From an optimization exercise on the open Yosys and OpenROAD flow, aimed at small area, a short achievable clock period and few clock cycles; shortcuts taken in it are not production practice. The RTL was checked by simulation tests, not by an equivalence proof against the original design. Power is estimated from default activity; no workload was simulated.

## LBP
module LBP(
	clk,
	reset,
	gray_addr,
	gray_req,
	gray_ready,
	gray_data,
	lbp_addr,
	lbp_valid,
	lbp_data,
	finish
);
For scale: ~380 cells after synthesis, roughly 140 flip-flops, ~50 I/O pins, about 4400 µm² of cells after synthesis.
export LEC_CHECK = 0
export CAP_MARGIN = 20
export CORE_MARGIN = 2
export CORE_UTILIZATION = 65
export CTS_BUF_LIST = sky130_fd_sc_hd__clkbuf_4
export SETUP_SLACK_MARGIN = 3.1
export SLEW_MARGIN = 20
create_clock -name core_clock -period 5.0 [get_ports {clk}]
standard.sh (not shown) runs the stock make flow with config.mk's settings and CLKGATE_MAP_FILE= SYNTH_SCRIPT=/design/flow/synth_recipe.tcl, a recipe that flattens the netlist after the stock synthesis.
==> flow/flow/run.sh <==
#!/bin/bash
# Standard ORFS flow, with port buffers and timing repair free to use any
# buffer/gate size instead of only same-footprint swaps, and a clock tree
# built without dummy balancing loads.
set -euo pipefail
export CTS_ARGS="-sink_clustering_enable -repair_clock_nets -buf_list sky130_fd_sc_hd__clkbuf_4 -root_buf sky130_fd_sc_hd__clkbuf_16 -dont_use_dummy_load"
bash standard.sh MATCH_CELL_FOOTPRINT=0 "BUFFER_PORTS_ARGS=-buffer_cell sky130_fd_sc_hd__buf_1" finish > standard_flow.log 2>&1
The starting point finished clean.
Testbench counts at the start, summed over its fixed seeds: cycles 64,518.
Edit:
==> flow/flow/run.sh (replaced) <==
#!/bin/bash
# Standard ORFS flow, with port buffers and timing repair free to use any
# buffer/gate size instead of only same-footprint swaps.
set -euo pipefail
bash standard.sh MATCH_CELL_FOOTPRINT=0 "BUFFER_PORTS_ARGS=-buffer_cell sky130_fd_sc_hd__buf_2" finish > standard_flow.log 2>&1
--- a/flow/config.mk
+++ b/flow/config.mk
@@ -9,5 +9,5 @@
 export CORE_MARGIN = 2
 export CORE_UTILIZATION = 65
-export CTS_BUF_LIST = sky130_fd_sc_hd__clkbuf_4
-export SETUP_SLACK_MARGIN = 3.1
+export CTS_BUF_LIST = sky130_fd_sc_hd__clkbuf_8
+export SETUP_SLACK_MARGIN = 3
 export SLEW_MARGIN = 20
Effect: The changed run went through all stages and came out clean. Wire length is about the same. Fmax falls by a few percent. Global-route usage climbs by 0.16 points. Final area went up by a few percent. Non-clock buffer count climbs by 1. Final cell count rises by a few percent. Area after synthesis stays the same. Flip-flop and latch count is unchanged. Clock skew decreases by 27 ps. Setup slack degrades by 52 ps. Core utilization goes up by 3.6 points.
Edit:
==> flow/flow/run.sh (replaced) <==
#!/bin/bash
# Standard ORFS flow, with port buffers and timing repair free to use any
# buffer/gate size instead of only same-footprint swaps, and a clock tree
# built without dummy balancing loads.
set -euo pipefail
export CTS_ARGS="-sink_clustering_enable -repair_clock_nets -buf_list sky130_fd_sc_hd__clkbuf_8 -dont_use_dummy_load"
bash standard.sh MATCH_CELL_FOOTPRINT=0 "BUFFER_PORTS_ARGS=-buffer_cell sky130_fd_sc_hd__buf_2" finish > standard_flow.log 2>&1
- global-route usage decreases by 0.44 points
- die area does not change
- worst hold slack loses 12 ps
- via count decreases by 1.6%
- count of clock-buffer cells in the layout is unchanged
- first-iteration DRC count increases by 10%
- combinational power barely changes
- cell area decreases by about 3.4%
- sequential power stays flat
- critical path depth is unchanged
- setup slack gains 27 ps
Edit:
==> flow/flow/run.sh (replaced) <==
#!/bin/bash
# Standard ORFS flow, with port buffers and timing repair free to use any
# buffer/gate size instead of only same-footprint swaps.
set -euo pipefail
bash standard.sh MATCH_CELL_FOOTPRINT=0 "BUFFER_PORTS_ARGS=-buffer_cell sky130_fd_sc_hd__buf_2" finish > standard_flow.log 2>&1
--- a/flow/config.mk
+++ b/flow/config.mk
@@ -9,5 +9,5 @@
 export CORE_MARGIN = 2
 export CORE_UTILIZATION = 65
-export CTS_BUF_LIST = sky130_fd_sc_hd__clkbuf_8
+export CTS_BUF_LIST = sky130_fd_sc_hd__clkbuf_8 sky130_fd_sc_hd__clkbuf_16
 export SETUP_SLACK_MARGIN = 3
 export SLEW_MARGIN = 20
Via count rises by 7.2%.
Core utilization rises by 7.4 points.
Power rises by 27%.
Critical path depth is unchanged.
Hold slack gains 8.0 ps.
Final cell count rises by 4.2%.
First-iteration DRC count rises by 3.1%.
Combinational power rises by about 6%.
Wire length rises by 15%.
Edit:
--- a/flow/config.mk
+++ b/flow/config.mk
@@ -9,5 +9,7 @@
 export CORE_MARGIN = 2
 export CORE_UTILIZATION = 65
-export CTS_BUF_LIST = sky130_fd_sc_hd__clkbuf_8 sky130_fd_sc_hd__clkbuf_16
+export CTS_BUF_LIST = sky130_fd_sc_hd__clkbuf_8
+export CTS_CLUSTER_DIAMETER = 100
+export CTS_CLUSTER_SIZE = 30
 export SETUP_SLACK_MARGIN = 3
 export SLEW_MARGIN = 20
Outcome: Die area is unchanged. Total power went down by 13%. Setup slack is better by 38 ps. Utilization went down by 4.7 points. Wire length went down by 13%. Flip-flop and latch count stays the same. Non-clock buffer count went down by 4. Via count went down by 5.2%. Fmax went up by 1.9%.

-- afterwards: timing with drivers on the ports --
In the flow no input, the clock included, has a driving cell. The finished layouts below were timed again as built, in two steps. Step 1 sets driving cells, clkbuf_16 on the clock port and buf_2 on the other inputs (assumed; they add their load-dependent delay and slew). Step 2, shift: input delay + t, output delay - t, t = (earliest + latest rising clock arrival at the registers) / 2. This alone moves slack from input paths to output paths. a / b / c = ideal / step 1 / step 2; a / b = the first two.
run	shift t [ns]	setup slack, ns	slew at the worst register clock pin (ns)
the first run	0.371	3.050 / 3.042 / 2.682	0.12 / 0.12
the second run	0.451	2.998 / 2.970 / 2.680	0.08 / 0.08
the third run	0.448	3.025 / 2.997 / 2.667	0.08 / 0.08
the fourth run	0.548	2.960 / 2.930 / 2.675	0.06 / 0.06
the fifth run	0.451	2.998 / 2.970 / 2.680	0.08 / 0.08
After both steps setup and hold are still met in every run listed. The setup slack of the first run, which loses most, moves by -0.008 ns with the drivers and by -0.368 ns with both steps.
